This is an optimization exercise on Yosys and OpenROAD, whose aim is small area and a short achievable clock period, not a production implementation. Function was not checked in any run shown here: the RTL went through the layout flow alone. Power figures rest on the tool's default switching activity, not on a simulated workload.

===== config.mk =====
export PLATFORM = sky130hd
export DESIGN_NAME = vec_multi_core
export DESIGN_NICKNAME = vec_multi_core
export VERILOG_FILES = /design/flow/design.v
export SDC_FILE = /design/flow/constraint.sdc
export NUM_CORES = 4
export LEC_CHECK = 0
export CAP_MARGIN = 20
export CORE_MARGIN = 2
export CORE_UTILIZATION = 40
export SLEW_MARGIN = 20
export SYNTH_HIERARCHICAL = 1

===== constraint.sdc =====
create_clock -name core_clock -period 3.0 [get_ports {clk}]
set_input_delay 0.6000 -clock core_clock [delete_from_list [all_inputs] [get_ports {clk}]]
set_output_delay 0.6000 -clock core_clock [all_outputs]
set_load 0.01 [all_outputs]

===== design.v =====
`timescale 1ns / 1ps
module vec_multi_core #(
    parameter int LEN = 32,
    parameter int DATA_WIDTH = 8
) (
    input logic clk,
    input logic rst_n,
    input logic i_data_valid,
    input logic i_load_weight,
    input logic [LEN*DATA_WIDTH-1:0] i_data,
    input logic [2*LEN-1:0] i_weight,
    output logic o_data_ready,
    output logic signed [31:0] o_result
);
  logic [LEN-1:0] wp, wn;
  logic wv;
  always_ff @(posedge clk) begin
    if (i_load_weight) begin
      for (int i = 0; i < LEN; i++) begin
        wp[i] <= i_weight[2*i+1] & ~i_weight[2*i];
        wn[i] <= ~i_weight[2*i+1] & ~i_weight[2*i];
      end
    end
  end
  always_ff @(posedge clk or negedge rst_n) begin
    if (!rst_n) wv <= 1'b0;
    else if (i_load_weight) wv <= 1'b1;
  end
  logic [LEN*DATA_WIDTH-1:0] zq;
  always_comb begin
    for (int i = 0; i < LEN; i++) begin
      for (int j = 0; j < DATA_WIDTH; j++) begin
        if (j == DATA_WIDTH - 1) zq[8*i+j] = i_data[8*i+j] ? wp[i] : wn[i];
        else zq[8*i+j] = ~(i_data[8*i+j] ? wp[i] : wn[i]);
      end
    end
  end
  logic [133:0] r1;
  logic [47:0] r2;
  logic [24:0] r3;
  logic s1;
  logic c2;
  logic s3;
  logic c4;
  logic s5;
  logic c6;
  logic s7;
  logic c8;
  logic s9;
  logic c10;
  logic s11;
  logic c12;
  logic s13;
  logic c14;
  logic s15;
  logic c16;
  logic s17;
  logic c18;
  logic s19;
  logic c20;
  logic i21;
  logic s22;
  logic c23;
  logic s24;
  logic c25;
  logic s26;
  logic c27;
  logic s28;
  logic c29;
  logic s30;
  logic c31;
  logic s32;
  logic c33;
  logic s34;
  logic c35;
  logic s36;
  logic c37;
  logic s38;
  logic c39;
  logic s40;
  logic c41;
  logic s42;
  logic c43;
  logic s44;
  logic c45;
  logic s46;
  logic c47;
  logic s48;
  logic c49;
  logic s50;
  logic c51;
  logic s52;
  logic c53;
  logic s54;
  logic c55;
  logic i56;
  logic s57;
  logic c58;
  logic s59;
  logic c60;
  logic s61;
  logic c62;
  logic s63;
  logic c64;
  logic s65;
  logic c66;
  logic s67;
  logic c68;
  logic s69;
  logic c70;
  logic s71;
  logic c72;
  logic s73;
  logic c74;
  logic s75;
  logic c76;
  logic s77;
  logic c78;
  logic i79;
  logic s80;
  logic c81;
  logic s82;
  logic c83;
  logic s84;
  logic c85;
  logic s86;
  logic c87;
  logic s88;
  logic c89;
  logic s90;
  logic c91;
  logic s92;
  logic c93;
  logic s94;
  logic c95;
  logic s96;
  logic c97;
  logic s98;
  logic c99;
  logic i100;
  logic s101;
  logic c102;
  logic s103;
  logic c104;
  logic s105;
  logic c106;
  logic s107;
  logic c108;
  logic s109;
  logic c110;
  logic s111;
  logic c112;
  logic s113;
  logic c114;
  logic s115;
  logic c116;
  logic s117;
  logic c118;
  logic s119;
  logic c120;
  logic s121;
  logic c122;
  logic s123;
  logic c124;
  logic s125;
  logic c126;
  logic s127;
  logic c128;
  logic s129;
  logic c130;
  logic s131;
  logic c132;
  logic s133;
  logic c134;
  logic s135;
  logic c136;
  logic s137;
  logic c138;
  logic s139;
  logic c140;
  logic s141;
  logic c142;
  logic s143;
  logic c144;
  logic s145;
  logic c146;
  logic s147;
  logic c148;
  logic s149;
  logic c150;
  logic s151;
  logic c152;
  logic s153;
  logic c154;
  logic s155;
  logic c156;
  logic s157;
  logic c158;
  logic s159;
  logic c160;
  logic s161;
  logic c162;
  logic s163;
  logic c164;
  logic s165;
  logic c166;
  logic s167;
  logic c168;
  logic s169;
  logic c170;
  logic s171;
  logic c172;
  logic s173;
  logic c174;
  logic s175;
  logic c176;
  logic s177;
  logic c178;
  logic s179;
  logic c180;
  logic s181;
  logic c182;
  logic s183;
  logic c184;
  logic s185;
  logic c186;
  logic s187;
  logic c188;
  logic s189;
  logic c190;
  logic s191;
  logic c192;
  logic s193;
  logic c194;
  logic s195;
  logic c196;
  logic s197;
  logic c198;
  logic s199;
  logic c200;
  logic s201;
  logic c202;
  logic s203;
  logic c204;
  logic s205;
  logic c206;
  logic s207;
  logic c208;
  logic s209;
  logic c210;
  logic s211;
  logic c212;
  logic s213;
  logic c214;
  logic s215;
  logic c216;
  logic s217;
  logic c218;
  logic s219;
  logic c220;
  logic s221;
  logic c222;
  logic s223;
  logic c224;
  logic s225;
  logic c226;
  logic s227;
  logic c228;
  logic s229;
  logic c230;
  logic s231;
  logic c232;
  logic s233;
  logic c234;
  logic s235;
  logic c236;
  logic s237;
  logic c238;
  logic s239;
  logic c240;
  logic s241;
  logic c242;
  logic s243;
  logic c244;
  logic s245;
  logic c246;
  logic s247;
  logic c248;
  logic s249;
  logic c250;
  logic s251;
  logic c252;
  logic s253;
  logic c254;
  logic s255;
  logic c256;
  logic s257;
  logic c258;
  logic s259;
  logic c260;
  logic s261;
  logic c262;
  logic s263;
  logic c264;
  logic s265;
  logic c266;
  logic s267;
  logic c268;
  logic s269;
  logic c270;
  logic s271;
  logic c272;
  logic s273;
  logic c274;
  logic s275;
  logic c276;
  logic s277;
  logic c278;
  logic s279;
  logic c280;
  logic s281;
  logic c282;
  logic s283;
  logic c284;
  logic s285;
  logic c286;
  logic s287;
  logic c288;
  logic s289;
  logic c290;
  logic s291;
  logic c292;
  logic s293;
  logic c294;
  logic s295;
  logic c296;
  logic s297;
  logic c298;
  logic s299;
  logic c300;
  logic s301;
  logic c302;
  logic s303;
  logic c304;
  logic s305;
  logic c306;
  logic s307;
  logic c308;
  logic s309;
  logic c310;
  logic s311;
  logic c312;
  logic s313;
  logic c314;
  logic s315;
  logic c316;
  logic i317;
  logic s318;
  logic c319;
  logic s320;
  logic c321;
  logic s322;
  logic c323;
  logic s324;
  logic c325;
  logic s326;
  logic c327;
  logic s328;
  logic c329;
  logic s330;
  logic c331;
  logic s332;
  logic c333;
  logic s334;
  logic c335;
  logic i336;
  logic s337;
  logic c338;
  logic s339;
  logic c340;
  logic s341;
  logic c342;
  logic s343;
  logic c344;
  logic s345;
  logic c346;
  logic s347;
  logic c348;
  logic s349;
  logic c350;
  logic i351;
  logic s352;
  logic c353;
  logic s354;
  logic c355;
  logic s356;
  logic c357;
  logic s358;
  logic c359;
  logic s360;
  logic c361;
  logic s362;
  logic c363;
  logic s364;
  logic c365;
  logic s366;
  logic c367;
  logic s368;
  logic c369;
  logic s370;
  logic c371;
  logic s372;
  logic c373;
  logic s374;
  logic c375;
  logic s376;
  logic c377;
  logic s378;
  logic c379;
  logic i380;
  logic s381;
  logic c382;
  logic s383;
  logic c384;
  logic s385;
  logic c386;
  logic s387;
  logic c388;
  logic s389;
  logic c390;
  logic s391;
  logic c392;
  logic s393;
  logic c394;
  logic s395;
  logic c396;
  logic s397;
  logic c398;
  logic s399;
  logic c400;
  logic s401;
  logic c402;
  logic s403;
  logic c404;
  logic s405;
  logic c406;
  logic s407;
  logic c408;
  logic s409;
  logic c410;
  logic s411;
  logic c412;
  logic s413;
  logic c414;
  logic s415;
  logic c416;
  logic s417;
  logic c418;
  logic s419;
  logic c420;
  logic s421;
  logic c422;
  logic s423;
  logic c424;
  logic s425;
  logic c426;
  logic s427;
  logic c428;
  logic s429;
  logic c430;
  logic s431;
  logic c432;
  logic s433;
  logic c434;
  logic s435;
  logic c436;
  logic s437;
  logic c438;
  logic s439;
  logic c440;
  logic s441;
  logic c442;
  logic s443;
  logic c444;
  logic s445;
  logic c446;
  logic s447;
  logic c448;
  logic s449;
  logic c450;
  logic s451;
  logic c452;
  logic s453;
  logic c454;
  logic s455;
  logic c456;
  logic s457;
  logic c458;
  logic s459;
  logic c460;
  logic s461;
  logic c462;
  logic s463;
  logic c464;
  logic s465;
  logic c466;
  logic s467;
  logic c468;
  logic s469;
  logic c470;
  logic s471;
  logic c472;
  logic s473;
  logic c474;
  logic s475;
  logic c476;
  logic s477;
  logic c478;
  logic s479;
  logic c480;
  logic s481;
  logic c482;
  logic s483;
  logic c484;
  logic s485;
  logic c486;
  logic s487;
  logic c488;
  logic i489;
  logic s490;
  logic c491;
  logic i492;
  logic s493;
  logic c494;
  logic s495;
  logic c496;
  logic s497;
  logic c498;
  logic s499;
  logic c500;
  logic s501;
  logic c502;
  logic s503;
  logic c504;
  logic s505;
  logic c506;
  logic s507;
  logic c508;
  logic s509;
  logic c510;
  logic s511;
  logic c512;
  logic s513;
  logic c514;
  logic s515;
  logic c516;
  logic s517;
  logic c518;
  logic i519;
  logic s520;
  logic c521;
  logic i522;
  logic s523;
  logic c524;
  logic s525;
  logic c526;
  logic s527;
  logic c528;
  logic s529;
  logic c530;
  logic s531;
  logic c532;
  logic s533;
  logic c534;
  logic s535;
  logic c536;
  logic s537;
  logic c538;
  logic i539;
  logic s540;
  logic c541;
  logic i542;
  logic s543;
  logic c544;
  logic i545;
  logic s546;
  logic c547;
  logic s548;
  logic c549;
  logic s550;
  logic c551;
  logic s552;
  logic c553;
  logic s554;
  logic c555;
  logic s556;
  logic c557;
  logic s558;
  logic c559;
  logic s560;
  logic c561;
  logic s562;
  logic c563;
  vmc_fa u_s1 (.a(wn[0]), .b(wn[1]), .c(wn[2]), .s(s1), .co(c2));
  vmc_fa u_s3 (.a(wn[3]), .b(wn[4]), .c(wn[5]), .s(s3), .co(c4));
  vmc_fa u_s5 (.a(wn[6]), .b(wn[7]), .c(wn[8]), .s(s5), .co(c6));
  vmc_fa u_s7 (.a(wn[9]), .b(wn[10]), .c(wn[11]), .s(s7), .co(c8));
  vmc_fa u_s9 (.a(wn[12]), .b(wn[13]), .c(wn[14]), .s(s9), .co(c10));
  vmc_fa u_s11 (.a(wn[15]), .b(wn[16]), .c(wn[17]), .s(s11), .co(c12));
  vmc_fa u_s13 (.a(wn[18]), .b(wn[19]), .c(wn[20]), .s(s13), .co(c14));
  vmc_fa u_s15 (.a(wn[21]), .b(wn[22]), .c(wn[23]), .s(s15), .co(c16));
  vmc_fa u_s17 (.a(wn[24]), .b(wn[25]), .c(wn[26]), .s(s17), .co(c18));
  vmc_fa u_s19 (.a(wn[27]), .b(wn[28]), .c(wn[29]), .s(s19), .co(c20));
  assign i21 = ~zq[0];
  vmc_fa u_s22 (.a(wn[30]), .b(wn[31]), .c(i21), .s(s22), .co(c23));
  vmc_fa u_s24 (.a(zq[8]), .b(zq[16]), .c(zq[24]), .s(s24), .co(c25));
  vmc_fa u_s26 (.a(zq[32]), .b(zq[40]), .c(zq[48]), .s(s26), .co(c27));
  vmc_fa u_s28 (.a(zq[56]), .b(zq[64]), .c(zq[72]), .s(s28), .co(c29));
  vmc_fa u_s30 (.a(zq[80]), .b(zq[88]), .c(zq[96]), .s(s30), .co(c31));
  vmc_fa u_s32 (.a(zq[104]), .b(zq[112]), .c(zq[120]), .s(s32), .co(c33));
  vmc_fa u_s34 (.a(zq[128]), .b(zq[136]), .c(zq[144]), .s(s34), .co(c35));
  vmc_fa u_s36 (.a(zq[152]), .b(zq[160]), .c(zq[168]), .s(s36), .co(c37));
  vmc_fa u_s38 (.a(zq[176]), .b(zq[184]), .c(zq[192]), .s(s38), .co(c39));
  vmc_fa u_s40 (.a(zq[200]), .b(zq[208]), .c(zq[216]), .s(s40), .co(c41));
  vmc_fa u_s42 (.a(zq[224]), .b(zq[232]), .c(zq[240]), .s(s42), .co(c43));
  vmc_fa u_s44 (.a(s1), .b(s3), .c(s5), .s(s44), .co(c45));
  vmc_fa u_s46 (.a(s7), .b(s9), .c(s11), .s(s46), .co(c47));
  vmc_fa u_s48 (.a(s13), .b(s15), .c(s17), .s(s48), .co(c49));
  vmc_fa u_s50 (.a(zq[248]), .b(s24), .c(s26), .s(s50), .co(c51));
  vmc_fa u_s52 (.a(s28), .b(s30), .c(s32), .s(s52), .co(c53));
  vmc_fa u_s54 (.a(s34), .b(s36), .c(s38), .s(s54), .co(c55));
  assign i56 = ~s19;
  vmc_fa u_s57 (.a(i56), .b(s40), .c(s42), .s(s57), .co(c58));
  vmc_fa u_s59 (.a(zq[1]), .b(zq[9]), .c(zq[17]), .s(s59), .co(c60));
  vmc_fa u_s61 (.a(zq[25]), .b(zq[33]), .c(zq[41]), .s(s61), .co(c62));
  vmc_fa u_s63 (.a(zq[49]), .b(zq[57]), .c(zq[65]), .s(s63), .co(c64));
  vmc_fa u_s65 (.a(zq[73]), .b(zq[81]), .c(zq[89]), .s(s65), .co(c66));
  vmc_fa u_s67 (.a(zq[97]), .b(zq[105]), .c(zq[113]), .s(s67), .co(c68));
  vmc_fa u_s69 (.a(zq[121]), .b(zq[129]), .c(zq[137]), .s(s69), .co(c70));
  vmc_fa u_s71 (.a(zq[145]), .b(zq[153]), .c(zq[161]), .s(s71), .co(c72));
  vmc_fa u_s73 (.a(zq[169]), .b(zq[177]), .c(zq[185]), .s(s73), .co(c74));
  vmc_fa u_s75 (.a(zq[193]), .b(zq[201]), .c(zq[209]), .s(s75), .co(c76));
  vmc_fa u_s77 (.a(zq[217]), .b(zq[225]), .c(zq[233]), .s(s77), .co(c78));
  assign i79 = ~c2;
  vmc_fa u_s80 (.a(zq[241]), .b(zq[249]), .c(i79), .s(s80), .co(c81));
  vmc_fa u_s82 (.a(c4), .b(c6), .c(c8), .s(s82), .co(c83));
  vmc_fa u_s84 (.a(c10), .b(c12), .c(c14), .s(s84), .co(c85));
  vmc_fa u_s86 (.a(c16), .b(c18), .c(c20), .s(s86), .co(c87));
  vmc_fa u_s88 (.a(c25), .b(c27), .c(c29), .s(s88), .co(c89));
  vmc_fa u_s90 (.a(c31), .b(c33), .c(c35), .s(s90), .co(c91));
  vmc_fa u_s92 (.a(c37), .b(c39), .c(c41), .s(s92), .co(c93));
  vmc_fa u_s94 (.a(c43), .b(s59), .c(s61), .s(s94), .co(c95));
  vmc_fa u_s96 (.a(s63), .b(s65), .c(s67), .s(s96), .co(c97));
  vmc_fa u_s98 (.a(s69), .b(s71), .c(s73), .s(s98), .co(c99));
  assign i100 = ~c23;
  vmc_fa u_s101 (.a(s75), .b(s77), .c(i100), .s(s101), .co(c102));
  vmc_fa u_s103 (.a(zq[2]), .b(zq[10]), .c(zq[18]), .s(s103), .co(c104));
  vmc_fa u_s105 (.a(zq[26]), .b(zq[34]), .c(zq[42]), .s(s105), .co(c106));
  vmc_fa u_s107 (.a(zq[50]), .b(zq[58]), .c(zq[66]), .s(s107), .co(c108));
  vmc_fa u_s109 (.a(zq[74]), .b(zq[82]), .c(zq[90]), .s(s109), .co(c110));
  vmc_fa u_s111 (.a(zq[98]), .b(zq[106]), .c(zq[114]), .s(s111), .co(c112));
  vmc_fa u_s113 (.a(zq[122]), .b(zq[130]), .c(zq[138]), .s(s113), .co(c114));
  vmc_fa u_s115 (.a(zq[146]), .b(zq[154]), .c(zq[162]), .s(s115), .co(c116));
  vmc_fa u_s117 (.a(zq[170]), .b(zq[178]), .c(zq[186]), .s(s117), .co(c118));
  vmc_fa u_s119 (.a(zq[194]), .b(zq[202]), .c(zq[210]), .s(s119), .co(c120));
  vmc_fa u_s121 (.a(zq[218]), .b(zq[226]), .c(zq[234]), .s(s121), .co(c122));
  vmc_fa u_s123 (.a(zq[242]), .b(zq[250]), .c(c60), .s(s123), .co(c124));
  vmc_fa u_s125 (.a(c62), .b(c64), .c(c66), .s(s125), .co(c126));
  vmc_fa u_s127 (.a(c68), .b(c70), .c(c72), .s(s127), .co(c128));
  vmc_fa u_s129 (.a(c74), .b(c76), .c(c78), .s(s129), .co(c130));
  vmc_fa u_s131 (.a(s103), .b(s105), .c(s107), .s(s131), .co(c132));
  vmc_fa u_s133 (.a(s109), .b(s111), .c(s113), .s(s133), .co(c134));
  vmc_fa u_s135 (.a(s115), .b(s117), .c(s119), .s(s135), .co(c136));
  vmc_fa u_s137 (.a(zq[3]), .b(zq[11]), .c(zq[19]), .s(s137), .co(c138));
  vmc_fa u_s139 (.a(zq[27]), .b(zq[35]), .c(zq[43]), .s(s139), .co(c140));
  vmc_fa u_s141 (.a(zq[51]), .b(zq[59]), .c(zq[67]), .s(s141), .co(c142));
  vmc_fa u_s143 (.a(zq[75]), .b(zq[83]), .c(zq[91]), .s(s143), .co(c144));
  vmc_fa u_s145 (.a(zq[99]), .b(zq[107]), .c(zq[115]), .s(s145), .co(c146));
  vmc_fa u_s147 (.a(zq[123]), .b(zq[131]), .c(zq[139]), .s(s147), .co(c148));
  vmc_fa u_s149 (.a(zq[147]), .b(zq[155]), .c(zq[163]), .s(s149), .co(c150));
  vmc_fa u_s151 (.a(zq[171]), .b(zq[179]), .c(zq[187]), .s(s151), .co(c152));
  vmc_fa u_s153 (.a(zq[195]), .b(zq[203]), .c(zq[211]), .s(s153), .co(c154));
  vmc_fa u_s155 (.a(zq[219]), .b(zq[227]), .c(zq[235]), .s(s155), .co(c156));
  vmc_fa u_s157 (.a(zq[243]), .b(zq[251]), .c(c104), .s(s157), .co(c158));
  vmc_fa u_s159 (.a(c106), .b(c108), .c(c110), .s(s159), .co(c160));
  vmc_fa u_s161 (.a(c112), .b(c114), .c(c116), .s(s161), .co(c162));
  vmc_fa u_s163 (.a(c118), .b(c120), .c(c122), .s(s163), .co(c164));
  vmc_fa u_s165 (.a(s137), .b(s139), .c(s141), .s(s165), .co(c166));
  vmc_fa u_s167 (.a(s143), .b(s145), .c(s147), .s(s167), .co(c168));
  vmc_fa u_s169 (.a(s149), .b(s151), .c(s153), .s(s169), .co(c170));
  vmc_fa u_s171 (.a(zq[4]), .b(zq[12]), .c(zq[20]), .s(s171), .co(c172));
  vmc_fa u_s173 (.a(zq[28]), .b(zq[36]), .c(zq[44]), .s(s173), .co(c174));
  vmc_fa u_s175 (.a(zq[52]), .b(zq[60]), .c(zq[68]), .s(s175), .co(c176));
  vmc_fa u_s177 (.a(zq[76]), .b(zq[84]), .c(zq[92]), .s(s177), .co(c178));
  vmc_fa u_s179 (.a(zq[100]), .b(zq[108]), .c(zq[116]), .s(s179), .co(c180));
  vmc_fa u_s181 (.a(zq[124]), .b(zq[132]), .c(zq[140]), .s(s181), .co(c182));
  vmc_fa u_s183 (.a(zq[148]), .b(zq[156]), .c(zq[164]), .s(s183), .co(c184));
  vmc_fa u_s185 (.a(zq[172]), .b(zq[180]), .c(zq[188]), .s(s185), .co(c186));
  vmc_fa u_s187 (.a(zq[196]), .b(zq[204]), .c(zq[212]), .s(s187), .co(c188));
  vmc_fa u_s189 (.a(zq[220]), .b(zq[228]), .c(zq[236]), .s(s189), .co(c190));
  vmc_fa u_s191 (.a(zq[244]), .b(zq[252]), .c(c138), .s(s191), .co(c192));
  vmc_fa u_s193 (.a(c140), .b(c142), .c(c144), .s(s193), .co(c194));
  vmc_fa u_s195 (.a(c146), .b(c148), .c(c150), .s(s195), .co(c196));
  vmc_fa u_s197 (.a(c152), .b(c154), .c(c156), .s(s197), .co(c198));
  vmc_fa u_s199 (.a(s171), .b(s173), .c(s175), .s(s199), .co(c200));
  vmc_fa u_s201 (.a(s177), .b(s179), .c(s181), .s(s201), .co(c202));
  vmc_fa u_s203 (.a(s183), .b(s185), .c(s187), .s(s203), .co(c204));
  vmc_fa u_s205 (.a(zq[5]), .b(zq[13]), .c(zq[21]), .s(s205), .co(c206));
  vmc_fa u_s207 (.a(zq[29]), .b(zq[37]), .c(zq[45]), .s(s207), .co(c208));
  vmc_fa u_s209 (.a(zq[53]), .b(zq[61]), .c(zq[69]), .s(s209), .co(c210));
  vmc_fa u_s211 (.a(zq[77]), .b(zq[85]), .c(zq[93]), .s(s211), .co(c212));
  vmc_fa u_s213 (.a(zq[101]), .b(zq[109]), .c(zq[117]), .s(s213), .co(c214));
  vmc_fa u_s215 (.a(zq[125]), .b(zq[133]), .c(zq[141]), .s(s215), .co(c216));
  vmc_fa u_s217 (.a(zq[149]), .b(zq[157]), .c(zq[165]), .s(s217), .co(c218));
  vmc_fa u_s219 (.a(zq[173]), .b(zq[181]), .c(zq[189]), .s(s219), .co(c220));
  vmc_fa u_s221 (.a(zq[197]), .b(zq[205]), .c(zq[213]), .s(s221), .co(c222));
  vmc_fa u_s223 (.a(zq[221]), .b(zq[229]), .c(zq[237]), .s(s223), .co(c224));
  vmc_fa u_s225 (.a(zq[245]), .b(zq[253]), .c(c172), .s(s225), .co(c226));
  vmc_fa u_s227 (.a(c174), .b(c176), .c(c178), .s(s227), .co(c228));
  vmc_fa u_s229 (.a(c180), .b(c182), .c(c184), .s(s229), .co(c230));
  vmc_fa u_s231 (.a(c186), .b(c188), .c(c190), .s(s231), .co(c232));
  vmc_fa u_s233 (.a(s205), .b(s207), .c(s209), .s(s233), .co(c234));
  vmc_fa u_s235 (.a(s211), .b(s213), .c(s215), .s(s235), .co(c236));
  vmc_fa u_s237 (.a(s217), .b(s219), .c(s221), .s(s237), .co(c238));
  vmc_fa u_s239 (.a(zq[6]), .b(zq[14]), .c(zq[22]), .s(s239), .co(c240));
  vmc_fa u_s241 (.a(zq[30]), .b(zq[38]), .c(zq[46]), .s(s241), .co(c242));
  vmc_fa u_s243 (.a(zq[54]), .b(zq[62]), .c(zq[70]), .s(s243), .co(c244));
  vmc_fa u_s245 (.a(zq[78]), .b(zq[86]), .c(zq[94]), .s(s245), .co(c246));
  vmc_fa u_s247 (.a(zq[102]), .b(zq[110]), .c(zq[118]), .s(s247), .co(c248));
  vmc_fa u_s249 (.a(zq[126]), .b(zq[134]), .c(zq[142]), .s(s249), .co(c250));
  vmc_fa u_s251 (.a(zq[150]), .b(zq[158]), .c(zq[166]), .s(s251), .co(c252));
  vmc_fa u_s253 (.a(zq[174]), .b(zq[182]), .c(zq[190]), .s(s253), .co(c254));
  vmc_fa u_s255 (.a(zq[198]), .b(zq[206]), .c(zq[214]), .s(s255), .co(c256));
  vmc_fa u_s257 (.a(zq[222]), .b(zq[230]), .c(zq[238]), .s(s257), .co(c258));
  vmc_fa u_s259 (.a(zq[246]), .b(zq[254]), .c(c206), .s(s259), .co(c260));
  vmc_fa u_s261 (.a(c208), .b(c210), .c(c212), .s(s261), .co(c262));
  vmc_fa u_s263 (.a(c214), .b(c216), .c(c218), .s(s263), .co(c264));
  vmc_fa u_s265 (.a(c220), .b(c222), .c(c224), .s(s265), .co(c266));
  vmc_fa u_s267 (.a(s239), .b(s241), .c(s243), .s(s267), .co(c268));
  vmc_fa u_s269 (.a(s245), .b(s247), .c(s249), .s(s269), .co(c270));
  vmc_fa u_s271 (.a(s251), .b(s253), .c(s255), .s(s271), .co(c272));
  vmc_fa u_s273 (.a(zq[7]), .b(zq[15]), .c(zq[23]), .s(s273), .co(c274));
  vmc_fa u_s275 (.a(zq[31]), .b(zq[39]), .c(zq[47]), .s(s275), .co(c276));
  vmc_fa u_s277 (.a(zq[55]), .b(zq[63]), .c(zq[71]), .s(s277), .co(c278));
  vmc_fa u_s279 (.a(zq[79]), .b(zq[87]), .c(zq[95]), .s(s279), .co(c280));
  vmc_fa u_s281 (.a(zq[103]), .b(zq[111]), .c(zq[119]), .s(s281), .co(c282));
  vmc_fa u_s283 (.a(zq[127]), .b(zq[135]), .c(zq[143]), .s(s283), .co(c284));
  vmc_fa u_s285 (.a(zq[151]), .b(zq[159]), .c(zq[167]), .s(s285), .co(c286));
  vmc_fa u_s287 (.a(zq[175]), .b(zq[183]), .c(zq[191]), .s(s287), .co(c288));
  vmc_fa u_s289 (.a(zq[199]), .b(zq[207]), .c(zq[215]), .s(s289), .co(c290));
  vmc_fa u_s291 (.a(zq[223]), .b(zq[231]), .c(zq[239]), .s(s291), .co(c292));
  vmc_fa u_s293 (.a(zq[247]), .b(zq[255]), .c(c240), .s(s293), .co(c294));
  vmc_fa u_s295 (.a(c242), .b(c244), .c(c246), .s(s295), .co(c296));
  vmc_fa u_s297 (.a(c248), .b(c250), .c(c252), .s(s297), .co(c298));
  vmc_fa u_s299 (.a(c254), .b(c256), .c(c258), .s(s299), .co(c300));
  vmc_fa u_s301 (.a(s273), .b(s275), .c(s277), .s(s301), .co(c302));
  vmc_fa u_s303 (.a(s279), .b(s281), .c(s283), .s(s303), .co(c304));
  vmc_fa u_s305 (.a(s285), .b(s287), .c(s289), .s(s305), .co(c306));
  vmc_fa u_s307 (.a(c274), .b(c276), .c(c278), .s(s307), .co(c308));
  vmc_fa u_s309 (.a(c280), .b(c282), .c(c284), .s(s309), .co(c310));
  vmc_fa u_s311 (.a(c286), .b(c288), .c(c290), .s(s311), .co(c312));
  vmc_fa u_s313 (.a(r1[0]), .b(r1[1]), .c(r1[2]), .s(s313), .co(c314));
  vmc_fa u_s315 (.a(r1[4]), .b(r1[5]), .c(r1[6]), .s(s315), .co(c316));
  assign i317 = ~r1[7];
  vmc_fa u_s318 (.a(r1[3]), .b(i317), .c(s313), .s(s318), .co(c319));
  vmc_fa u_s320 (.a(r1[8]), .b(r1[9]), .c(r1[10]), .s(s320), .co(c321));
  vmc_fa u_s322 (.a(r1[11]), .b(r1[12]), .c(r1[13]), .s(s322), .co(c323));
  vmc_fa u_s324 (.a(r1[14]), .b(r1[15]), .c(r1[16]), .s(s324), .co(c325));
  vmc_fa u_s326 (.a(r1[17]), .b(r1[18]), .c(r1[19]), .s(s326), .co(c327));
  vmc_fa u_s328 (.a(r1[20]), .b(r1[21]), .c(r1[22]), .s(s328), .co(c329));
  vmc_fa u_s330 (.a(r1[23]), .b(r1[24]), .c(r1[25]), .s(s330), .co(c331));
  vmc_fa u_s332 (.a(c314), .b(s320), .c(s322), .s(s332), .co(c333));
  vmc_fa u_s334 (.a(c316), .b(s324), .c(s326), .s(s334), .co(c335));
  assign i336 = ~c319;
  vmc_fa u_s337 (.a(s328), .b(s330), .c(i336), .s(s337), .co(c338));
  vmc_fa u_s339 (.a(r1[27]), .b(r1[28]), .c(r1[29]), .s(s339), .co(c340));
  vmc_fa u_s341 (.a(r1[26]), .b(r1[30]), .c(r1[31]), .s(s341), .co(c342));
  vmc_fa u_s343 (.a(r1[32]), .b(r1[33]), .c(r1[34]), .s(s343), .co(c344));
  vmc_fa u_s345 (.a(r1[35]), .b(r1[36]), .c(r1[37]), .s(s345), .co(c346));
  vmc_fa u_s347 (.a(r1[38]), .b(r1[39]), .c(r1[40]), .s(s347), .co(c348));
  vmc_fa u_s349 (.a(r1[41]), .b(r1[42]), .c(r1[43]), .s(s349), .co(c350));
  assign i351 = ~r1[44];
  vmc_fa u_s352 (.a(i351), .b(c321), .c(c323), .s(s352), .co(c353));
  vmc_fa u_s354 (.a(c325), .b(c327), .c(c329), .s(s354), .co(c355));
  vmc_fa u_s356 (.a(c331), .b(s341), .c(s343), .s(s356), .co(c357));
  vmc_fa u_s358 (.a(s345), .b(s347), .c(s349), .s(s358), .co(c359));
  vmc_fa u_s360 (.a(s339), .b(c333), .c(s352), .s(s360), .co(c361));
  vmc_fa u_s362 (.a(c335), .b(s354), .c(s356), .s(s362), .co(c363));
  vmc_fa u_s364 (.a(r1[45]), .b(r1[46]), .c(r1[47]), .s(s364), .co(c365));
  vmc_fa u_s366 (.a(r1[48]), .b(r1[49]), .c(r1[50]), .s(s366), .co(c367));
  vmc_fa u_s368 (.a(r1[51]), .b(r1[52]), .c(r1[53]), .s(s368), .co(c369));
  vmc_fa u_s370 (.a(r1[54]), .b(r1[55]), .c(r1[56]), .s(s370), .co(c371));
  vmc_fa u_s372 (.a(r1[57]), .b(r1[58]), .c(r1[59]), .s(s372), .co(c373));
  vmc_fa u_s374 (.a(c342), .b(c344), .c(c346), .s(s374), .co(c375));
  vmc_fa u_s376 (.a(c348), .b(c350), .c(s364), .s(s376), .co(c377));
  vmc_fa u_s378 (.a(s366), .b(s368), .c(s370), .s(s378), .co(c379));
  assign i380 = ~s372;
  vmc_fa u_s381 (.a(c340), .b(i380), .c(c353), .s(s381), .co(c382));
  vmc_fa u_s383 (.a(c355), .b(c357), .c(c359), .s(s383), .co(c384));
  vmc_fa u_s385 (.a(s374), .b(s376), .c(s378), .s(s385), .co(c386));
  vmc_fa u_s387 (.a(r1[60]), .b(r1[61]), .c(r1[62]), .s(s387), .co(c388));
  vmc_fa u_s389 (.a(r1[63]), .b(r1[64]), .c(r1[65]), .s(s389), .co(c390));
  vmc_fa u_s391 (.a(r1[66]), .b(r1[67]), .c(r1[68]), .s(s391), .co(c392));
  vmc_fa u_s393 (.a(r1[69]), .b(r1[70]), .c(r1[71]), .s(s393), .co(c394));
  vmc_fa u_s395 (.a(r1[72]), .b(r1[73]), .c(r1[74]), .s(s395), .co(c396));
  vmc_fa u_s397 (.a(c365), .b(c367), .c(c369), .s(s397), .co(c398));
  vmc_fa u_s399 (.a(c371), .b(c373), .c(s387), .s(s399), .co(c400));
  vmc_fa u_s401 (.a(s389), .b(s391), .c(s393), .s(s401), .co(c402));
  vmc_fa u_s403 (.a(s395), .b(c375), .c(c377), .s(s403), .co(c404));
  vmc_fa u_s405 (.a(c379), .b(s397), .c(s399), .s(s405), .co(c406));
  vmc_fa u_s407 (.a(r1[75]), .b(r1[76]), .c(r1[77]), .s(s407), .co(c408));
  vmc_fa u_s409 (.a(r1[78]), .b(r1[79]), .c(r1[80]), .s(s409), .co(c410));
  vmc_fa u_s411 (.a(r1[81]), .b(r1[82]), .c(r1[83]), .s(s411), .co(c412));
  vmc_fa u_s413 (.a(r1[84]), .b(r1[85]), .c(r1[86]), .s(s413), .co(c414));
  vmc_fa u_s415 (.a(r1[87]), .b(r1[88]), .c(r1[89]), .s(s415), .co(c416));
  vmc_fa u_s417 (.a(c388), .b(c390), .c(c392), .s(s417), .co(c418));
  vmc_fa u_s419 (.a(c394), .b(c396), .c(s407), .s(s419), .co(c420));
  vmc_fa u_s421 (.a(s409), .b(s411), .c(s413), .s(s421), .co(c422));
  vmc_fa u_s423 (.a(s415), .b(c398), .c(c400), .s(s423), .co(c424));
  vmc_fa u_s425 (.a(c402), .b(s417), .c(s419), .s(s425), .co(c426));
  vmc_fa u_s427 (.a(r1[90]), .b(r1[91]), .c(r1[92]), .s(s427), .co(c428));
  vmc_fa u_s429 (.a(r1[93]), .b(r1[94]), .c(r1[95]), .s(s429), .co(c430));
  vmc_fa u_s431 (.a(r1[96]), .b(r1[97]), .c(r1[98]), .s(s431), .co(c432));
  vmc_fa u_s433 (.a(r1[99]), .b(r1[100]), .c(r1[101]), .s(s433), .co(c434));
  vmc_fa u_s435 (.a(r1[102]), .b(r1[103]), .c(r1[104]), .s(s435), .co(c436));
  vmc_fa u_s437 (.a(c408), .b(c410), .c(c412), .s(s437), .co(c438));
  vmc_fa u_s439 (.a(c414), .b(c416), .c(s427), .s(s439), .co(c440));
  vmc_fa u_s441 (.a(s429), .b(s431), .c(s433), .s(s441), .co(c442));
  vmc_fa u_s443 (.a(s435), .b(c418), .c(c420), .s(s443), .co(c444));
  vmc_fa u_s445 (.a(c422), .b(s437), .c(s439), .s(s445), .co(c446));
  vmc_fa u_s447 (.a(r1[105]), .b(r1[106]), .c(r1[107]), .s(s447), .co(c448));
  vmc_fa u_s449 (.a(r1[108]), .b(r1[109]), .c(r1[110]), .s(s449), .co(c450));
  vmc_fa u_s451 (.a(r1[111]), .b(r1[112]), .c(r1[113]), .s(s451), .co(c452));
  vmc_fa u_s453 (.a(r1[114]), .b(r1[115]), .c(r1[116]), .s(s453), .co(c454));
  vmc_fa u_s455 (.a(r1[117]), .b(r1[118]), .c(r1[119]), .s(s455), .co(c456));
  vmc_fa u_s457 (.a(c428), .b(c430), .c(c432), .s(s457), .co(c458));
  vmc_fa u_s459 (.a(c434), .b(c436), .c(s447), .s(s459), .co(c460));
  vmc_fa u_s461 (.a(s449), .b(s451), .c(s453), .s(s461), .co(c462));
  vmc_fa u_s463 (.a(s455), .b(c438), .c(c440), .s(s463), .co(c464));
  vmc_fa u_s465 (.a(c442), .b(s457), .c(s459), .s(s465), .co(c466));
  vmc_fa u_s467 (.a(r1[120]), .b(r1[121]), .c(r1[122]), .s(s467), .co(c468));
  vmc_fa u_s469 (.a(r1[123]), .b(r1[124]), .c(r1[125]), .s(s469), .co(c470));
  vmc_fa u_s471 (.a(r1[126]), .b(r1[127]), .c(r1[128]), .s(s471), .co(c472));
  vmc_fa u_s473 (.a(r1[129]), .b(r1[130]), .c(c448), .s(s473), .co(c474));
  vmc_fa u_s475 (.a(c450), .b(c452), .c(c454), .s(s475), .co(c476));
  vmc_fa u_s477 (.a(c456), .b(s467), .c(s469), .s(s477), .co(c478));
  vmc_fa u_s479 (.a(s471), .b(c458), .c(c460), .s(s479), .co(c480));
  vmc_fa u_s481 (.a(c462), .b(s473), .c(s475), .s(s481), .co(c482));
  vmc_fa u_s483 (.a(r1[131]), .b(r1[132]), .c(r1[133]), .s(s483), .co(c484));
  vmc_fa u_s485 (.a(c468), .b(c470), .c(c472), .s(s485), .co(c486));
  vmc_fa u_s487 (.a(s483), .b(c474), .c(c476), .s(s487), .co(c488));
  assign i489 = ~r2[9];
  assign s490 = ~(i489 ^ r2[10]);
  assign c491 = i489 | r2[10];
  assign i492 = ~r2[15];
  vmc_fa u_s493 (.a(r2[14]), .b(i492), .c(r2[16]), .s(s493), .co(c494));
  assign s495 = ~(r2[17] ^ r2[18]);
  assign c496 = r2[17] | r2[18];
  vmc_fa u_s497 (.a(r2[20]), .b(r2[21]), .c(r2[22]), .s(s497), .co(c498));
  assign s499 = ~(r2[23] ^ r2[24]);
  assign c500 = r2[23] | r2[24];
  vmc_fa u_s501 (.a(r2[25]), .b(r2[26]), .c(r2[27]), .s(s501), .co(c502));
  assign s503 = ~(r2[28] ^ r2[29]);
  assign c504 = r2[28] | r2[29];
  vmc_fa u_s505 (.a(r2[30]), .b(r2[31]), .c(r2[32]), .s(s505), .co(c506));
  assign s507 = ~(r2[33] ^ r2[34]);
  assign c508 = r2[33] | r2[34];
  vmc_fa u_s509 (.a(r2[35]), .b(r2[36]), .c(r2[37]), .s(s509), .co(c510));
  assign s511 = ~(r2[38] ^ r2[39]);
  assign c512 = r2[38] | r2[39];
  vmc_fa u_s513 (.a(r2[40]), .b(r2[41]), .c(r2[42]), .s(s513), .co(c514));
  assign s515 = ~(r2[43] ^ r2[44]);
  assign c516 = r2[43] | r2[44];
  assign s517 = ~(r2[45] ^ r2[46]);
  assign c518 = r2[45] | r2[46];
  assign i519 = ~r2[5];
  vmc_ha u_s520 (.a(i519), .b(r2[6]), .s(s520), .co(c521));
  assign i522 = ~r2[11];
  vmc_fa u_s523 (.a(i522), .b(r2[12]), .c(r2[13]), .s(s523), .co(c524));
  vmc_fa u_s525 (.a(r2[19]), .b(s495), .c(c491), .s(s525), .co(c526));
  vmc_fa u_s527 (.a(s499), .b(c496), .c(s497), .s(s527), .co(c528));
  vmc_fa u_s529 (.a(s503), .b(c500), .c(s501), .s(s529), .co(c530));
  vmc_fa u_s531 (.a(s507), .b(c504), .c(s505), .s(s531), .co(c532));
  vmc_fa u_s533 (.a(s511), .b(c508), .c(s509), .s(s533), .co(c534));
  vmc_fa u_s535 (.a(s515), .b(c512), .c(s513), .s(s535), .co(c536));
  vmc_fa u_s537 (.a(r2[47]), .b(s517), .c(c516), .s(s537), .co(c538));
  assign i539 = ~r2[2];
  assign s540 = ~(i539 ^ r2[3]);
  assign c541 = i539 | r2[3];
  assign i542 = ~s520;
  vmc_fa u_s543 (.a(r2[7]), .b(r2[8]), .c(i542), .s(s543), .co(c544));
  assign i545 = ~c521;
  vmc_fa u_s546 (.a(s490), .b(i545), .c(s523), .s(s546), .co(c547));
  vmc_fa u_s548 (.a(s493), .b(c524), .c(s525), .s(s548), .co(c549));
  vmc_fa u_s550 (.a(c494), .b(c526), .c(s527), .s(s550), .co(c551));
  vmc_fa u_s552 (.a(c498), .b(s529), .c(c528), .s(s552), .co(c553));
  vmc_fa u_s554 (.a(c502), .b(s531), .c(c530), .s(s554), .co(c555));
  vmc_fa u_s556 (.a(c506), .b(s533), .c(c532), .s(s556), .co(c557));
  vmc_fa u_s558 (.a(c510), .b(s535), .c(c534), .s(s558), .co(c559));
  vmc_fa u_s560 (.a(c514), .b(s537), .c(c536), .s(s560), .co(c561));
  assign s562 = ~(c518 ^ c538);
  assign c563 = c518 | c538;
  logic [4:1] vld;
  logic [4:1] wvp;
  always_ff @(posedge clk or negedge rst_n) begin
    if (!rst_n) vld <= '0;
    else vld <= {vld[3:1], i_data_valid};
  end
  always_ff @(posedge clk) begin
    wvp <= {wvp[3:1], wv};
  end
  always_ff @(posedge clk) begin
      r1[0] <= s22;
      r1[1] <= s44;
      r1[2] <= s46;
      r1[3] <= s48;
      r1[4] <= s50;
      r1[5] <= s52;
      r1[6] <= s54;
      r1[7] <= s57;
      r1[8] <= c45;
      r1[9] <= c47;
      r1[10] <= c49;
      r1[11] <= s82;
      r1[12] <= s84;
      r1[13] <= s86;
      r1[14] <= s80;
      r1[15] <= c51;
      r1[16] <= c53;
      r1[17] <= c55;
      r1[18] <= c58;
      r1[19] <= s88;
      r1[20] <= s90;
      r1[21] <= s92;
      r1[22] <= s94;
      r1[23] <= s96;
      r1[24] <= s98;
      r1[25] <= s101;
      r1[26] <= s121;
      r1[27] <= c83;
      r1[28] <= c85;
      r1[29] <= c87;
      r1[30] <= c81;
      r1[31] <= c89;
      r1[32] <= c91;
      r1[33] <= c93;
      r1[34] <= c95;
      r1[35] <= c97;
      r1[36] <= c99;
      r1[37] <= s123;
      r1[38] <= s125;
      r1[39] <= s127;
      r1[40] <= s129;
      r1[41] <= s131;
      r1[42] <= s133;
      r1[43] <= s135;
      r1[44] <= c102;
      r1[45] <= s155;
      r1[46] <= c124;
      r1[47] <= c126;
      r1[48] <= c128;
      r1[49] <= c130;
      r1[50] <= c132;
      r1[51] <= c134;
      r1[52] <= c136;
      r1[53] <= s157;
      r1[54] <= s159;
      r1[55] <= s161;
      r1[56] <= s163;
      r1[57] <= s165;
      r1[58] <= s167;
      r1[59] <= s169;
      r1[60] <= s189;
      r1[61] <= c158;
      r1[62] <= c160;
      r1[63] <= c162;
      r1[64] <= c164;
      r1[65] <= c166;
      r1[66] <= c168;
      r1[67] <= c170;
      r1[68] <= s191;
      r1[69] <= s193;
      r1[70] <= s195;
      r1[71] <= s197;
      r1[72] <= s199;
      r1[73] <= s201;
      r1[74] <= s203;
      r1[75] <= s223;
      r1[76] <= c192;
      r1[77] <= c194;
      r1[78] <= c196;
      r1[79] <= c198;
      r1[80] <= c200;
      r1[81] <= c202;
      r1[82] <= c204;
      r1[83] <= s225;
      r1[84] <= s227;
      r1[85] <= s229;
      r1[86] <= s231;
      r1[87] <= s233;
      r1[88] <= s235;
      r1[89] <= s237;
      r1[90] <= s257;
      r1[91] <= c226;
      r1[92] <= c228;
      r1[93] <= c230;
      r1[94] <= c232;
      r1[95] <= c234;
      r1[96] <= c236;
      r1[97] <= c238;
      r1[98] <= s259;
      r1[99] <= s261;
      r1[100] <= s263;
      r1[101] <= s265;
      r1[102] <= s267;
      r1[103] <= s269;
      r1[104] <= s271;
      r1[105] <= s291;
      r1[106] <= c260;
      r1[107] <= c262;
      r1[108] <= c264;
      r1[109] <= c266;
      r1[110] <= c268;
      r1[111] <= c270;
      r1[112] <= c272;
      r1[113] <= s293;
      r1[114] <= s295;
      r1[115] <= s297;
      r1[116] <= s299;
      r1[117] <= s301;
      r1[118] <= s303;
      r1[119] <= s305;
      r1[120] <= c292;
      r1[121] <= c294;
      r1[122] <= c296;
      r1[123] <= c298;
      r1[124] <= c300;
      r1[125] <= c302;
      r1[126] <= c304;
      r1[127] <= c306;
      r1[128] <= s307;
      r1[129] <= s309;
      r1[130] <= s311;
      r1[131] <= c308;
      r1[132] <= c310;
      r1[133] <= c312;
  end
  always_ff @(posedge clk) begin
      r2[0] <= s315;
      r2[1] <= s318;
      r2[2] <= s332;
      r2[3] <= s334;
      r2[4] <= s337;
      r2[5] <= s358;
      r2[6] <= s360;
      r2[7] <= s362;
      r2[8] <= c338;
      r2[9] <= c361;
      r2[10] <= c363;
      r2[11] <= s381;
      r2[12] <= s383;
      r2[13] <= s385;
      r2[14] <= s401;
      r2[15] <= c382;
      r2[16] <= c384;
      r2[17] <= c386;
      r2[18] <= s403;
      r2[19] <= s405;
      r2[20] <= s421;
      r2[21] <= c404;
      r2[22] <= c406;
      r2[23] <= s423;
      r2[24] <= s425;
      r2[25] <= s441;
      r2[26] <= c424;
      r2[27] <= c426;
      r2[28] <= s443;
      r2[29] <= s445;
      r2[30] <= s461;
      r2[31] <= c444;
      r2[32] <= c446;
      r2[33] <= s463;
      r2[34] <= s465;
      r2[35] <= s477;
      r2[36] <= c464;
      r2[37] <= c466;
      r2[38] <= s479;
      r2[39] <= s481;
      r2[40] <= c478;
      r2[41] <= s485;
      r2[42] <= c480;
      r2[43] <= c482;
      r2[44] <= s487;
      r2[45] <= c484;
      r2[46] <= c486;
      r2[47] <= c488;
  end
  always_ff @(posedge clk) begin
      r3[0] <= r2[0];
      r3[1] <= r2[1];
      r3[2] <= r2[4];
      r3[3] <= s540;
      r3[4] <= s543;
      r3[5] <= c541;
      r3[6] <= s546;
      r3[7] <= c544;
      r3[8] <= s548;
      r3[9] <= c547;
      r3[10] <= s550;
      r3[11] <= c549;
      r3[12] <= s552;
      r3[13] <= c551;
      r3[14] <= s554;
      r3[15] <= c553;
      r3[16] <= s556;
      r3[17] <= c555;
      r3[18] <= s558;
      r3[19] <= c557;
      r3[20] <= s560;
      r3[21] <= c559;
      r3[22] <= s562;
      r3[23] <= c561;
      r3[24] <= c563;
  end
  logic [13:0] fa, fb, res;
  assign fa = {1'b1, 1'b1, ~r3[22], ~r3[20], ~r3[18], ~r3[16], ~r3[14], ~r3[12], ~r3[10], ~r3[8], ~r3[6], ~r3[4], ~r3[2], ~r3[0]};
  assign fb = {1'b0, ~r3[24], ~r3[23], ~r3[21], ~r3[19], ~r3[17], ~r3[15], ~r3[13], ~r3[11], ~r3[9], ~r3[7], ~r3[5], ~r3[3], r3[1]};
  always_ff @(posedge clk) res <= wvp[3] ? fa + fb : '0;
  assign o_result = {{18{res[13]}}, res};
  assign o_data_ready = vld[4];
endmodule
module vmc_fa (
    input  logic a,
    input  logic b,
    input  logic c,
    output logic s,
    output logic co
);
  assign s  = a ^ b ^ c;
  assign co = (a & b) | (a & c) | (b & c);
endmodule
module vmc_ha (
    input  logic a,
    input  logic b,
    output logic s,
    output logic co
);
  assign s  = a ^ b;
  assign co = a & b;
endmodule

===== flow/run.sh =====
#!/bin/bash
# Standard layout (the standard.sh, unchanged synthesis) with two changes:
#  - the port buffers are buf_1 cells rather than the clkdlybuf4s50 delay cells
#    that buffer_ports picks by default (every port still gets its own buffer);
#  - clock tree synthesis runs without dummy loads, with the buffers listed below.
export BUFFER_PORTS_ARGS="-buffer_cell sky130_fd_sc_hd__buf_1"
export CTS_ARGS="-sink_clustering_enable -repair_clock_nets -dont_use_dummy_load -buf_list sky130_fd_sc_hd__clkbuf_8"
bash standard.sh > standard.log 2>&1

===== standard.sh =====
#!/bin/bash
# synth_recipe.tcl (not shown) runs the flow's synth.tcl, then flattens the netlist and writes it again
# the make line also repeats each setting of config.mk as NAME=value (left out here)
make -C /OpenROAD-flow-scripts/flow DESIGN_CONFIG=/design/flow/config.mk WORK_HOME=/design/flow/orfs CLKGATE_MAP_FILE= SYNTH_SCRIPT=/design/flow/synth_recipe.tcl "${@:-finish}"

==> results.cfg, run 1 <==
[routing]
drc = 0
dr_total_vias = 9352
firstDrtPassIters = 4
drtAntennaViolNets = 0
wl_per_cell_um = 21.73
routed_wl_um = 43110
vias_per_cell = 4.714
drtIter0Drc = 265

[floorplanning]
die-area_um2 = 41690
chipHeight_um = 204.2
ios = 357
core_area_um2 = 39640
rows = 73
start_util = 0.4043
fp.dieW_um = 204.2

[cts]
h-tree-depth = 2
clkTransAtPathRegs_ns = 0.06
post_cts_resized = 0
cts_made_buffers = 52
numClockSinks = 293
root_buffer = clkbuf_8
clock_path_buffers = 3
postCtsHoldBufs = 1
clkLatencyLatePin_ns = 0.59
cts_tree = done
cts_setup_buffers = 0

[sta]
timing.hold.ws_ns = 0.1129
tightest_slew_ns = 0.6023
finalCritPeriodShare = 0.7112
rsz0062_at_grt = no
tns_ns = 0
hold_viol = 0
finalCriticalPeriod_ns = 2.134
setup-violations-final = 0
fmax_mhz = 468.7
final_max_slew_viol_count = 0
fin_skew_ns = 0.02679
slew_headroom = 0.5985
fin_ws_ns = 0.8664

[finish]
area_delta_synth_final_pct = 15.54
fin_cells = 1984
layout-drive-gt1-share = 0.06511
post-route-cell-area_um2 = 18520
seqCellArea_um2 = 6531
diodes = 0
layout.nets = 2072
nFillCells = 3634
multi_input_area_um2 = 8971

[place]
place_inst = 1931
io_buffers = 356
gp_congestion = 0.8553
pre_cts_ws_ns = 0.7653
dp_hpwl_um = 36620
dpl_cell_area_um2 = 17790

[global_route]
grt_remaining_overflow = 0
grt_max_degree = 28
grt_use_total = 0.2131
antenna_found_initial = 0
grt_pass1_vias = 10570
grt_pass1_wl_um = 63290

[pwr]
irDropWorstVdd_mv = 0.4431
p_leak_nw = 7.610
swShare = 0.3860
netSwitchingPower_mw = 7.104
p_int_mw = 11.30
cellPowerDensity_nw_per_um2 = 993.6
seqPwrFrac = 0.377
clockPowerShare = 0.161
comb_power_share = 0.462

[worst_setup_path]
cp-end-kind = register
cp_data_required_time_ns = 3.43
max_stage_delay_ns = 0.45
path_buf_inv = 2
cp_max_fo = 3
start_kind = register
critical_path.cell_chain = inv_1 -> ha_1 -> inv_1 -> fa_1 -> and2b_1 -> o211ai_1 -> nand2_1 -> a2111oi_0 -> a2111oi_0
path_class = register to register
cpLargestDelayFamily = compound AO/OA/AOI/OAI gates
crit_arrival_ns = 2.56
worst_path_max_delay_cell = a2111oi_0

[job]
drv_cap = 0

[synth]
async_reset_ff_frac = 0.01706
synth_seq_cells = 293
syn_area_um2 = 16030
ys_seq_area_frac = 0.4075
ys_warn_count = 7
synth_ff_type = dfxtp_1
synth_cell_types = 42
synthCells = 1096
syn_nets = 1707
synth-edff-count = 64
syn_avg_cell_area_um2 = 14.62

[min_path]
hold_class = input port to register

[outcome]
outcome = no timing/DRC/antenna violations
[registers in the layout, indices dropped and copies added, names as in the netlist]
signal,count
wvp,3
wv,1
res,14
r2,48
r1,134
wn,32
r3,25
wp,32
vld,4
[Yosys stat by module (local to each module, per instance)]
module | flops+latches | copies in the design | cells inside
vec_multi_core | 293 | 1 | 832
vmc_fa | 0 | 263 | 1
vmc_ha | 0 | 1 | 1
[final timing paths]
check	startpoint	endpoint	slack, ns	cells past startpoint
max in group asynchronous	rst_n	wv	2.36	2
hold reg to reg	wvp[1]	wvp[2]	0.32	0
min in group asynchronous	rst_n	vld[4]	0.40	2
setup reg to reg	r3[0]	res[8]	0.87	9
hold / removal	i_data_valid	vld[1]	0.11	1
setup / recovery	r3[0]	res[8]	0.87	9
[cell usage in the layout, fill, tap and decap left out, drive strengths merged, types with 7 or more instances in the layout]
cell and count:
a21oi 7, buf 359, clkbuf 52, dfxtp 224, edfxtp 64, fa 264
ha 23, inv 72, mux2 33, mux2i 224, nor2 43, nor2b 35
nor3 7
[layer usage]
layer | routed length, um | global-route usage
met3 | 2153 | 0.04066
met5 | 0 | 0
met4 | 1485 | 0.08489
met1 | 17260 | 0.2587
met2 | 22210 | 0.3734
[synth_stat cells, drive strengths merged (3+ instances only)]
library cell	n	area [um^2]
nor2	43	161.4
mux2i	224	2242
xor2	3	26.28
dfrtp	5	125.1
nor3	7	35.03
mux2	33	371.6
o21a	5	37.54
nand3	4	20.02
buf	18	135.1
inv	72	270.3
nor2b	35	219.0
nand2	6	25.03
edfxtp	64	1922
dfxtp	224	4484
clkbuf	31	116.4
ha	23	287.8
a21oi	7	46.30
fa	264	5285
[cells by family (layout without fill, tap and decap cells)]
logic type,after synthesis,after routing,share of synthesized area
AOI/OAI and AO/OA,28,28,0.01405
xor gates and xnor gates,3,3,0.001640
adders and majority gates,287,287,0.3477
buffers and inverters,122,485,0.03279
DFF,293,293,0.4075
muxes,257,257,0.1631
and+or+nand+nor,106,106,0.03326
[cell type report]
cell class	count	share of cell area
multi-input combinational	681	0.4844
tap	525	0.03547
clock buffer	52	0.03865
sequential	293	0.3527
timing repair buffer	360	0.07398
inverter	73	0.01480
[metrics by stage]
step	power, mW	utilization
floorplan	12.28	-
global placement	15.42	0.4489
detailed placement	15.70	0.4489
CTS	18.73	0.4672
global route	20.23	0.4672
finish	18.40	0.4672
[power by group through the flow]
stage | Sequential [mW] | Clock (mW) | Combinational [mW]
5_1_grt | 7.09 | 3.23 | 9.91
3_3_place_gp | 7.06 | 0 | 8.36
6_report | 6.94 | 2.96 | 8.51
2_1_floorplan | 6.49 | 0 | 5.79
3_5_place_dp | 7.07 | 0 | 8.63
4_1_cts | 6.99 | 3.08 | 8.65
==> run 2, diff against run 1 <==
--- a/config.mk
+++ b/config.mk
@@ -9,4 +9,5 @@
 export CORE_MARGIN = 2
 export CORE_UTILIZATION = 40
+export SETUP_SLACK_MARGIN = 0.9
 export SLEW_MARGIN = 20
 export SYNTH_HIERARCHICAL = 1
==> run 2 against run 1 <==
Compared with the run above: area after synthesis stayed put; core utilization is 0.25 points higher; sequential power hardly changed; hold slack hardly changed; final cell count is 0.35% higher; clock skew is 0.0043 ns lower; die area stayed put; wire length is 0.31% higher; via count is 0.36% higher; total power is 0.72% higher; first-iteration DRC count is 6.0% higher; clock power hardly changed; critical path type unchanged; critical endpoint unchanged; largest cell class unchanged; largest power group unchanged.
==> results.cfg, run 2 <==
[synth]
synth_seq_cells = 293
synthTopCellsByArea = fa_1 (33%), dfxtp_1 (28%), mux2i_1 (14%)
async_reset_ff_frac = 0.01706
synth_cell_types = 42
yosysMostFrequentCell = fa_1
yosys-mux-area-fraction = 0.1631
syn_avg_cell_area_um2 = 14.62
syn_area_um2 = 16030
synth_area_leader_cell = fa_1
synthXorXnorAreaFrac = 0.001639
synth_top_family_by_area = adder cells
synth_compound_area_frac = 0.01405
ys_warn_count = 7
ys_seq_area_frac = 0.4075
synthAdderAreaFrac = 0.3477
synthSimpleGateAreaFrac = 0.03326
synth-edff-count = 64
synth_top_area_share = 0.3297
yosys-top-cells-count = fa_1 (264), dfxtp_1 (224), mux2i_1 (224)
synthCells = 1096
synth_ff_type = dfxtp_1
syn_nets = 1707

[finish]
area_delta_synth_final_pct = 16.15
layout-drive-gt1-share = 0.07503
top_register = r1
largest_reg_flops = 134
final_common_cell = buf_1
top_regs = r1 x134, r2 x48
diodes = 0
layout.nets = 2079
final_cell_mix = buf_1 (355), fa_1 (263), mux2i_1 (224)
post-route-util = 0.4696

[routing]
drtAntennaViolNets = 0
wl_per_cell_um = 21.72
vias_per_cell = 4.714
drtIter0Drc = 281
drc = 0
dr_total_vias = 9386
routed_wl_um = 43240
firstDrtPassIters = 4

[global_route]
use_met2 = 0.3734
grt_use_met1 = 0.2587
grt_pass1_vias = 10580
antenna_found_initial = 0
top_usage_layer = met2
grt_max_degree = 28
use_met3 = 0.04066
grt_remaining_overflow = 0
grt_pass1_wl_um = 63290
grt_use_total = 0.2131

[cts]
numClockSinks = 293
h-tree-depth = 2
root_buffer = clkbuf_8
clkTransAtPathRegs_ns = 0.06
clock_path_buffers = 3
cts_made_buffers = 52
cts_tree = done
clkLatencyLatePin_ns = 0.59

[pwr]
seqPwrFrac = 0.374
clockPowerShare = 0.159
irDropWorstVdd_mv = 0.4433
p_leak_nw = 7.644
netSwitchingPower_mw = 7.173
cellPowerDensity_nw_per_um2 = 995.5
p_int_mw = 11.36
comb_power_share = 0.466
swShare = 0.3870

[floorplanning]
core_area_um2 = 39640
chipHeight_um = 204.2
rows = 73
ios = 357
fp.dieW_um = 204.2
die-area_um2 = 41690
start_util = 0.4043

[worst_setup_path]
path_class = register to register
cp_data_required_time_ns = 3.44
cp_max_fo = 3
cp-end-kind = register
crit_arrival_ns = 2.48
start_kind = register

[sta]
hold_viol = 0
finalCritPeriodShare = 0.6784
fin_skew_ns = 0.02245
finalCriticalPeriod_ns = 2.035
rsz0062_at_grt = yes
setup-violations-final = 0
final_max_slew_viol_count = 0
fmax_mhz = 491.3
slew_headroom = 0.5947
tns_ns = 0
tightest_slew_ns = 0.6080

[place]
dp_hpwl_um = 36620
gp_congestion = 0.8553
io_buffers = 356

[job]
drv_cap = 0

[outcome]
outcome = no timing/DRC/antenna violations

[min_path]
hold_class = input port to register
[run 2: cell types whose count changed in the layout (fill, tap and decap cells not counted), sizes merged]
cell  previous run  this run
buf            359       366
[run 2: timing repair]
action	4_1_cts	5_1_grt
setup endpoints to repair	1	27
endpoints found under the hold margin	5	0
pin swaps	1	6
hold buffers	1	0
resized for setup	0	12
buffers inserted	0	7
[run 2: routing by layer]
metal	part of all wire	vias up	routed length (um)
met5	0	-	0
li1	-	4323	-
met2	0.52	283	22290
met1	0.40	4708	17360
met4	0.034	0	1479
met3	0.049	72	2114
[run 2: cell type report]
class	instances	area (um^2)
Tap cell	525	656.9
Inverter	73	274.0
Multi-Input combinational cell	681	9015
Fill cell	3632	21020
Clock buffer	52	715.7
Timing Repair Buffer	367	1423
Sequential cell	293	6533
[run 2: path summary, 6_finish.rpt]
kind | start | to | slack, ns | depth (start not counted)
hold reg to reg | wvp[1] | wvp[2] | 0.32 | 0
min in group asynchronous | rst_n | vld[4] | 0.40 | 2
max in group asynchronous | rst_n | wv | 2.36 | 2
setup / recovery | r3[0] | res[8] | 0.96 | 9
hold / removal | i_data_valid | vld[1] | 0.11 | 1
setup reg to reg | r3[0] | res[8] | 0.96 | 9
[run 2: cells by family (layout without fill, tap and decap cells)]
logic type	after synthesis	after routing
AO/OA/AOI/OAI	28	28
XOR/XNOR	3	3
adder cells (fa/ha/maj)	287	287
buffers and inverters	122	492
flip-flops	293	293
multiplexers	257	257
AND/OR/NAND/NOR	106	106
[run 2: critical path: stages (launching register included)]
cell	delay (ns)
dfxtp_1	0.30
inv_1	0.04
ha_2	0.19
inv_2	0.06
fa_2	0.19
and2b_1	0.20
o211ai_1	0.29
nand2_1	0.17
a2111oi_4	0.39
a2111oi_2	0.07
[run 2: through the flow]
stage / hold slack, ns / setup slack, ns / instances / total power, mW / area (um^2)
floorplan: 0.3044 / 0.9816 / 1096 / 12.28 / 16030
global route: 0.05965 / 0.8428 / 1991 / 20.37 / 18620
global placement: 0.3135 / 0.7417 / 1931 / 15.42 / 17790
detailed placement: 0.3138 / 0.7653 / 1931 / 15.70 / 17790
finish: 0.1125 / 0.9647 / 1991 / 18.53 / 18620
CTS: 0.04454 / 0.9393 / 1984 / 18.72 / 18520
[run 2: power by group through the flow]
stage               sequential (mW)  combinational [mW]  clock, mW
detailed placement             7.07                8.63          0
floorplan                      6.49                5.79          0
global route                   7.09                10.0       3.23
global placement               7.06                8.36          0
finish                         6.94                8.64       2.96
CTS                            6.99                8.65       3.08
[run 2: modules after synthesis (local to each module, per instance)]
module          area, um^2  flip-flops and latches
vmc_ha               12.51                       0
vec_multi_core       10750                     293
vmc_fa               20.02                       0
==> run 3, diff against run 2 <==
--- a/flow/run.sh
+++ b/flow/run.sh
@@ -5,4 +5,4 @@
 #  - clock tree synthesis runs without dummy loads, with the buffers listed below.
 export BUFFER_PORTS_ARGS="-buffer_cell sky130_fd_sc_hd__buf_1"
-export CTS_ARGS="-sink_clustering_enable -repair_clock_nets -dont_use_dummy_load -buf_list sky130_fd_sc_hd__clkbuf_8"
+export CTS_ARGS="-sink_clustering_enable -repair_clock_nets -dont_use_dummy_load -buf_list sky130_fd_sc_hd__clkbuf_8 -sink_clustering_size 16 -sink_clustering_max_diameter 80"
 bash standard.sh > standard.log 2>&1
--- a/config.mk
+++ b/config.mk
@@ -9,5 +9,4 @@
 export CORE_MARGIN = 2
 export CORE_UTILIZATION = 40
-export SETUP_SLACK_MARGIN = 0.9
 export SLEW_MARGIN = 20
 export SYNTH_HIERARCHICAL = 1
==> run 3 against run 2 <==
Compared with the run above: sequential cell count is the same; clock-buffer cell count shrank 27; wire length shrank 1.3%; critical endpoint unchanged; worst setup slack lost 0.089 ns; die area is the same; clock power shrank 32%.
==> results.cfg, run 3 <==
[global_route]
use_met3 = 0.03300
grt_max_degree = 28
grt_use_met1 = 0.2604
grt_pass1_wl_um = 62600
top_usage_layer = met2
grt_use_total = 0.2092
grt_pass1_vias = 10350
use_met2 = 0.3737
grt_remaining_overflow = 0
antenna_found_initial = 0

[cts]
h-tree-depth = 1
clkTransAtPathRegs_ns = 0.07
clkLatencyLatePin_ns = 0.62
post_cts_resized = 0
postCtsHoldBufs = 1
clock_path_buffers = 3
cts_tree = done
root_buffer = clkbuf_8
numClockSinks = 293
cts_made_buffers = 25
cts_setup_buffers = 0

[sta]
final_max_slew_viol_count = 0
finalCriticalPeriod_ns = 2.124
hold_viol = 0
timing.hold.ws_ns = 0.1186
tns_ns = 0
fin_skew_ns = 0.07784
rsz0062_at_grt = no
fmax_mhz = 470.7
tightest_slew_ns = 0.6301
slew_headroom = 0.5800
setup-violations-final = 0
finalCritPeriodShare = 0.7081

[synth]
syn_area_um2 = 16030
synth_top_area_share = 0.3297
synthSimpleGateAreaFrac = 0.03326
synth_seq_cells = 293
synthCells = 1096
synth_top_family_by_area = adder cells
synth_compound_area_frac = 0.01405
synth_area_leader_cell = fa_1
synthTopCellsByArea = fa_1 (33%), dfxtp_1 (28%), mux2i_1 (14%)
async_reset_ff_frac = 0.01706
synth_cell_types = 42
yosys-mux-area-fraction = 0.1631
synth_ff_type = dfxtp_1
synthXorXnorAreaFrac = 0.001639
synthAdderAreaFrac = 0.3477
ys_warn_count = 7
syn_avg_cell_area_um2 = 14.62
yosysMostFrequentCell = fa_1
syn_nets = 1707
yosys-top-cells-count = fa_1 (264), dfxtp_1 (224), mux2i_1 (224)
ys_seq_area_frac = 0.4075
synth-edff-count = 64

[finish]
nFillCells = 3668
final_common_cell = buf_1
post-route-util = 0.4578
top_regs = r1 x134, r2 x48
layout.nets = 2045
post-route-cell-area_um2 = 18150
top_register = r1
area_delta_synth_final_pct = 13.22
layout-drive-gt1-share = 0.04749
diodes = 0
final_cell_mix = buf_1 (355), fa_1 (264), mux2i_1 (224), dfxtp_1 (224), inv_1 (72)
largest_reg_flops = 134

[floorplanning]
rows = 73
chipHeight_um = 204.2
ios = 357
fp.dieW_um = 204.2
die-area_um2 = 41690
core_area_um2 = 39640
start_util = 0.4043

[pwr]
p_leak_nw = 7.416
fin_total_pwr_mw = 17.44
irDropWorstVdd_mv = 0.3899
cellPowerDensity_nw_per_um2 = 960.8

[outcome]
outcome = no timing/DRC/antenna violations

[routing]
drtAntennaViolNets = 0
firstDrtPassIters = 4
vias_per_cell = 4.737
wl_per_cell_um = 21.82
drc = 0
routed_wl_um = 42690
dr_total_vias = 9271
drtIter0Drc = 293

[worst_setup_path]
critical_path.cell_chain = inv_1 -> ha_1 -> inv_1 -> fa_1 -> and2b_1 -> o211ai_1 -> nand2_1 -> a2111oi_0 -> a2111oi_0
regToRegSetupSlack_ns = 0.88
path_class = register to register
cp_max_fo = 3
cpLargestDelayFamily = compound AO/OA/AOI/OAI gates
worst_path_max_delay_cell = a2111oi_0
start_kind = register
cp_data_required_time_ns = 3.44
max_stage_delay_ns = 0.44
path_buf_inv = 2
cp-end-kind = register
crit_arrival_ns = 2.56

[place]
dp_hpwl_um = 36620
gp_congestion = 0.8553
io_buffers = 356
dpl_cell_area_um2 = 17790

[job]
drv_cap = 0

[min_path]
hold_class = input port to register
[run 3: cell counts after synthesis]
No cell type changed its count.
[run 3: modules after synthesis, one instance, submodules excluded]
| module | flip-flops and latches | cells | copies in the design | cell area, um^2 |
|---|---|---|---|---|
| vmc_ha | 0 | 1 | 1 | 12.51 |
| vec_multi_core | 293 | 832 | 1 | 10750 |
| vmc_fa | 0 | 1 | 263 | 20.02 |
[run 3: report_power, final]
group | internal (mW) | switching [mW]
sequential | 5.77 | 1.15
combinational | 3.99 | 4.51
clock | 0.743 | 1.26
[run 3: logic make-up (layout without fill, tap and decap cells)]
family / Yosys count / in the layout
mux: 257 / 257
simple gates: 106 / 106
flops: 293 / 293
compound gates: 28 / 28
fa+ha+maj: 287 / 287
xor+xnor: 3 / 3
buf+inv: 122 / 458
[run 3: path summary, 6_finish.rpt]
kind                       cells after the start    startpoint  endpoint
min reg2reg                                    0        wvp[1]    wvp[2]
max in group asynchronous                      2         rst_n    vld[2]
min in group asynchronous                      2         rst_n    vld[4]
max                                            9         r3[0]    res[8]
max reg2reg                                    9         r3[0]    res[8]
min                                            1  i_data_valid    vld[1]
[run 3: layer usage]
metal,routed length [um],part of all wire
met3,1922,0.045
met5,0,0
met4,1402,0.033
met1,17140,0.40
met2,22220,0.52
[run 3: stage by stage]
| stage | std cells | setup WS (ns) |
|---|---|---|
| detailed placement | 1931 | 0.7653 |
| global placement | 1931 | 0.7417 |
| floorplan | 1096 | 0.9816 |
| finish | 1957 | 0.8757 |
| global route | 1957 | 0.6829 |
| CTS | 1957 | 0.8477 |
[run 3: final cells by class]
| class | instances | area (um^2) | area share |
|---|---|---|---|
| repair buffers | 360 | 1370 | 0.07550 |
| well taps | 525 | 656.9 | 0.03620 |
| inverters | 73 | 274.0 | 0.01510 |
| flip-flops and latches | 293 | 6531 | 0.3599 |
| multi-input cells | 681 | 8971 | 0.4943 |
| clock buffers | 25 | 344.1 | 0.01896 |

-- re-timing with driven ports --
Ports are ideal in the flow. The routed layouts listed here were re-timed in OpenROAD. Step 1 sets driving cells, clkbuf_16 on the clock port and buf_2 on the other inputs (assumed; they add their load-dependent delay and slew). Step 2, shift: input delay + t, output delay - t, t = (earliest + latest rising clock arrival at the registers) / 2. This alone moves slack from input paths to output paths. a / b / c = ideal / step 1 / step 2; a / b = the first two.
run	t, ns	slack for setup (ns)	clock arrival spread, ns	pins driven straight from the clock port
run 1	0.631	0.866 / 0.866 / 0.749	0.027 / 0.028	1
run 2	0.629	0.965 / 0.965 / 0.738	0.023 / 0.023	1
run 3	0.628	0.876 / 0.876 / 0.779	0.078 / 0.078	1
After both steps setup and hold are still met in every run listed. The setup slack of run 2, which loses most, moves by 0.000 ns with the drivers and by -0.227 ns with both steps.
